This design comes from an exercise in tuning for small area, a short achievable clock period and few clock cycles per item on the open sky130 flow, not from production work. In this exercise RTL edits were held to simulation tests only and were not proved equivalent to the original. Power is estimated from default activity; no workload was simulated.

oak:
==> flow/design.v (excerpt) <==
module gost89_ofb_encrypt(
  input              clk,
  input              reset,
  input              load_data,
  input              load_IV,
  input      [255:0] key,
  input      [63:0]  in,
  input      [63:0]  IV,
  output     [63:0]  out,
  output reg         busy
);
Settings: LEC_CHECK=0, CAP_MARGIN=20, CORE_MARGIN=2, CORE_UTILIZATION=50, CTS_BUF_LIST=sky130_fd_sc_hd__clkbuf_8, GPL_TIMING_DRIVEN=0, PLACE_DENSITY=0.75, SETUP_SLACK_MARGIN=5, SLEW_MARGIN=20; clock period 10.0 ns.
standard.sh (not shown) runs the stock make flow with config.mk's settings and CLKGATE_MAP_FILE= SYNTH_SCRIPT=/design/flow/synth_recipe.tcl, a recipe that flattens the netlist after the stock synthesis.
==> flow/flow/run.sh <==
#!/bin/bash
# The standard ORFS layout (standard.sh) with these changes:
#  - the port buffers that buffer_ports puts on every input and output are the
#    smallest buffer (sky130_fd_sc_hd__buf_1) instead of ORFS's default choice;
#    the resizer may still upsize any of them where timing needs it;
#  - synthesis skips the extraction of full/half adder cells (extract_fa), so
#    ABC maps all of the combinational logic itself;
#  - the pin placer keeps each in[i] next to out[i] (out = KS ^ in is a
#    combinational port-to-port path);
#  - the resizer aims at a setup slack of 5.5 ns.
# standard.sh's output (every tool's) goes to standard.log; ORFS keeps per-step logs too.
args=""
for i in $(seq 0 63); do args="$args -group_pins {in[$i] out[$i]}"; done
export PLACE_PINS_ARGS="$args"
export BUFFER_PORTS_ARGS="-buffer_cell sky130_fd_sc_hd__buf_1"
export ADDER_MAP_FILE=
bash standard.sh SETUP_SLACK_MARGIN=5.5 finish > standard.log 2>&1
oak closes out successfully: all stages finished, all timing, DRC and antenna checks passed.
Testbench counts of oak, summed over its fixed seeds: cycles 33,792, items 1,024.
Inputs modified between oak and pine:
Settings: GPL_TIMING_DRIVEN no longer set, was 0; CORE_UTILIZATION now 60, was 50; PLACE_DENSITY no longer set, was 0.75.
==> flow/flow/run.sh <==
#!/bin/bash
# The standard ORFS layout (standard.sh) with two changes:
#  - the port buffers that buffer_ports puts on every input and output are the
#    smallest buffer (sky130_fd_sc_hd__buf_1) instead of ORFS's default choice;
#    the resizer may still upsize any of them where timing needs it;
#  - synthesis skips the extraction of full/half adder cells (extract_fa), so
#    ABC maps all of the combinational logic itself.
# Each tool's full output goes to standard.log (ORFS keeps per-step logs too).
export BUFFER_PORTS_ARGS="-buffer_cell sky130_fd_sc_hd__buf_1"
export ADDER_MAP_FILE=
bash standard.sh SETUP_SLACK_MARGIN=5.7 finish > standard.log 2>&1
pine terminated abnormally: I/O pin placement reported PPL-0024.
Diff pine..oak | share of synthesized cell area in and, or, nand and nor gates | unchanged
Fraction of registers with async set/reset came out exactly the same in oak and pine.
From pine to oak, fraction of the mapped netlist area in compound gates did not move at all.
Taking oak as the reference, in pine sequential area share after synthesis ~0 delta, standard-cell row count fell 8.3%, starting utilization of the core area climbed 9.9 points, number of instances in the synthesized netlist closely matched the old numbers, synthesized area was more or less identical.
pine vs. oak: number of distinct library cell variants in the gate-level netlist after synthesis level; die height lower.
Changes in birch relative to pine:
Settings: a deleted CTS_BUF_LIST that had been sky130_fd_sc_hd__clkbuf_8; a change of CORE_UTILIZATION from 60 to 50; an added PLACE_DENSITY of 0.75.
diff --git a/flow/flow/run.sh b/flow/flow/run.sh
--- a/flow/flow/run.sh
+++ b/flow/flow/run.sh
@@ -2 +2 @@
-# The standard ORFS layout (standard.sh) with two changes:
+# The standard ORFS layout (standard.sh) with these changes:
@@ -7,2 +7,8 @@
-#    ABC maps all of the combinational logic itself.
-# Each tool's full output goes to standard.log (ORFS keeps per-step logs too).
+#    ABC maps all of the combinational logic itself;
+#  - the pin placer keeps each in[i] next to out[i] (out = KS ^ in is a
+#    combinational port-to-port path);
+#  - the resizer aims at a setup slack of 5.5 ns.
+# standard.sh's output (every tool's) goes to standard.log; ORFS keeps per-step logs too.
+args=""
+for i in $(seq 0 63); do args="$args -group_pins {in[$i] out[$i]}"; done
+export PLACE_PINS_ARGS="$args"
@@ -11 +17 @@
-bash standard.sh SETUP_SLACK_MARGIN=5.7 finish > standard.log 2>&1
+bash standard.sh SETUP_SLACK_MARGIN=5.5 finish > standard.log 2>&1
Notes after the runs:
The flow did not stop early for birch: all stages ran, and the layout cleared the timing, design-rule and antenna checks. In terms of compound-cell area share of the yosys netlist, birch and pine differ only marginally. Min number of placement rows across birch and pine: pine. Between birch and pine, it is birch whose width of the chip is higher, by 9.2%. | starting density of the core | birch vs pine | 9.9 points lower |.
### birch -> maple
Settings: PLACE_DENSITY: 0.75 -> 0.68.
- The run showing the smaller maximum frequency is maple.
- maple ends up with a clock network area share that is 0.24 points higher than in birch.
- Higher post-synthesis to final-layout area growth goes to maple over birch.
- Re number of buffers added by the clock tree synthesis step: no difference whatsoever between birch and maple.
- Compare birch and maple | total power higher: maple
- [diff] worst setup slack, maple relative to birch: regression
- From birch to maple the numbers moved as follows: instance area at placement ~0 delta; clock network fraction of total power grew by 0.9 points; delay of the slowest cell on the worst path has remained practically unchanged; total global-route track usage +1.3 points.
- For maple, the uppermost signal routing layer after detailed routing was met5, unlike birch, where it was met4.
#### Input delta (cedar over maple)
Settings: putting CTS_BUF_LIST at sky130_fd_sc_hd__clkbuf_8 where nothing was set; putting MAX_ROUTING_LAYER at met4 where nothing was set; swapping 0.68 for 0.75 in PLACE_DENSITY.
## What came out
Post-cts repair resize count: cedar vs maple identical. Looking at worst setup slack before clock tree synthesis, cedar sits 0.21 ns above maple. cedar vs maple — worst hold slack across all endpoints rose 0.0085 ns. Cmp cedar vs maple: fraction of standard cell area that is sequential higher in cedar.

========
Starting RTL as in the previous note.
export LEC_CHECK = 0
export CAP_MARGIN = 20
export CORE_MARGIN = 2
export CORE_UTILIZATION = 50
export GPL_ROUTABILITY_DRIVEN = 0
export PLACE_DENSITY = 0.75
export SETUP_SLACK_MARGIN = 5
export SLEW_MARGIN = 20
create_clock -name core_clock -period 10.0 [get_ports {clk}]
==> flow/flow/run.sh <==
#!/bin/bash
# The standard ORFS layout (standard.sh) with these changes:
#  - the port buffers that buffer_ports puts on every input and output are the
#    smallest buffer (sky130_fd_sc_hd__buf_1) instead of ORFS's default choice;
#    the resizer may still upsize any of them where timing needs it;
#  - synthesis skips the extraction of full/half adder cells (extract_fa), so
#    ABC maps all of the combinational logic itself;
#  - the pin placer keeps each in[i] next to out[i] (out = KS ^ in is a
#    combinational port-to-port path);
#  - the resizer aims at a setup slack of 5.5 ns.
# standard.sh's output (every tool's) goes to standard.log; ORFS keeps per-step logs too.
args=""
for i in $(seq 0 63); do args="$args -group_pins {in[$i] out[$i]}"; done
export PLACE_PINS_ARGS="$args"
export BUFFER_PORTS_ARGS="-buffer_cell sky130_fd_sc_hd__buf_1"
export ADDER_MAP_FILE=
bash standard.sh SETUP_SLACK_MARGIN=5.5 finish > standard.log 2>&1
The starting point finished with timing, DRC and antenna clean.
Testbench counts at the start, summed over its fixed seeds: cycles 33,792, items 1,024.
Edit:
--- a/flow/flow/run.sh
+++ b/flow/flow/run.sh
@@ -10 +10 @@
-#  - the resizer aims at a setup slack of 5.5 ns.
+#  - the resizer aims at a setup slack of 5.8 ns.
@@ -17 +17 @@
-bash standard.sh SETUP_SLACK_MARGIN=5.5 finish > standard.log 2>&1
+bash standard.sh SETUP_SLACK_MARGIN=5.8 finish > standard.log 2>&1
- GPL_ROUTABILITY_DRIVEN: 0 -> not set
- PLACE_DENSITY: 0.75 -> not set
The new run passed the timing, design-rule and antenna checks.
Worst setup slack improves by 0.041 ns.
Register-to-register slack improved by 0.12 ns.
Die area does not change.
Core utilization grows by 8.3 points.
Wire length went up by 14%.
Edit:
--- a/flow/flow/run.sh
+++ b/flow/flow/run.sh
@@ -10 +10 @@
-#  - the resizer aims at a setup slack of 5.8 ns.
+#  - the resizer aims at a setup slack of 5.5 ns.
@@ -17 +17 @@
-bash standard.sh SETUP_SLACK_MARGIN=5.8 finish > standard.log 2>&1
+bash standard.sh SETUP_SLACK_MARGIN=5.5 finish > standard.log 2>&1
- CTS_BUF_LIST: not set -> sky130_fd_sc_hd__clkbuf_8
- PLACE_DENSITY: not set -> 0.75
The changed run completed without violations. Via count is lower by a few percent. Global-route usage drops by 4.8 points. Count of clock-buffer cells in the layout is higher by 1. Setup slack is worse by 0.014 ns. Routed wire length decreases by roughly a tenth. Synthesized area does not change. Flip-flop and latch count is unchanged. Final cell count went down by a few percent. Total power is lower by roughly a tenth.
Edit:
==> flow/flow/run.sh (replaced) <==
#!/bin/bash
# The standard ORFS layout (standard.sh) with three changes:
#  - the port buffers that buffer_ports puts on every input and output are the
#    smallest buffer (sky130_fd_sc_hd__buf_1) instead of ORFS's default choice;
#    the resizer may still upsize any of them where timing needs it;
#  - synthesis skips the extraction of full/half adder cells (extract_fa), so
#    ABC maps all of the combinational logic itself, and ABC uses the mapping
#    script flow/abc_speed.script (a copy of ORFS's scripts folder with only
#    that file replaced);
#  - the resizer aims at a setup slack of 5.6 ns.
# standard.sh's output (every tool's) goes to standard.log; ORFS keeps per-step logs too.
set -e
rm -rf orfs_scripts
cp -r "$FLOW_HOME/scripts" orfs_scripts
cp flow/abc_speed.script orfs_scripts/abc_speed.script
export SCRIPTS_DIR="$PWD/orfs_scripts"
export BUFFER_PORTS_ARGS="-buffer_cell sky130_fd_sc_hd__buf_1"
export ADDER_MAP_FILE=
bash standard.sh SETUP_SLACK_MARGIN=5.6 finish > standard.log 2>&1
==> flow/flow/abc_speed.script (new file) <==
strash
dch -f
amap
- CTS_BUF_LIST: sky130_fd_sc_hd__clkbuf_8 -> not set
- PLACE_DENSITY: 0.75 -> not set
The changed run finished clean.
Wire length came out higher by 11%.
Combinational power climbs by about 5%.
Non-clock buffer count rises by 28.
Register-to-register slack degrades by 0.17 ns.
Setup slack gets worse by 0.11 ns.
Sequential cell count does not change.
Design area increases by 7.7%.
Count of clock-buffer cells in the layout stays the same.
Synthesized area came out lower by 10%.
Critical path depth went up by 1.

==> re-timing with driven ports <==
The flow's constraints put no driver on any port. The routed layouts listed below were extracted and timed again, unchanged, in two steps.
Step 1: set_driving_cell puts a clkbuf_16 on clk and a buf_2 on each other input, an assumption about the parent block.
Step 2 adds t to the input delays and takes it off the output delays; t is the mean of the earliest and latest rising clock arrival at the registers after step 1. Input paths then give back, and output paths get back, about the clock's delay inside the block.
a / b / c = ideal / step 1 / step 2; a / b = the first two.
| run | t, ns | setup slack, ns | worst setup path at the end |
|---|---|---|---|
| oak | 0.431 | 5.500 / 5.469 / 5.038 | input to register |
| birch | 0.403 | 5.570 / 5.543 / 5.315 | input to register |
| maple | 0.407 | 5.527 / 5.502 / 5.228 | input to register |
| cedar | 0.442 | 5.579 / 5.549 / 5.536 | input to register |
| the first run of note 2 | 0.407 | 5.533 / 5.509 / 5.321 | input to register |
| the second run of note 2 | 0.403 | 5.574 / 5.524 / 5.408 | input to register |
| the third run of note 2 | 0.430 | 5.560 / 5.520 / 5.376 | input to register |
| the fourth run of note 2 | 0.414 | 5.452 / 5.416 / 5.416 | input to output |
After both steps every run listed still meets setup and hold. The setup slack of oak, which loses most, moves by -0.031 ns with the drivers and by -0.462 ns with both steps.
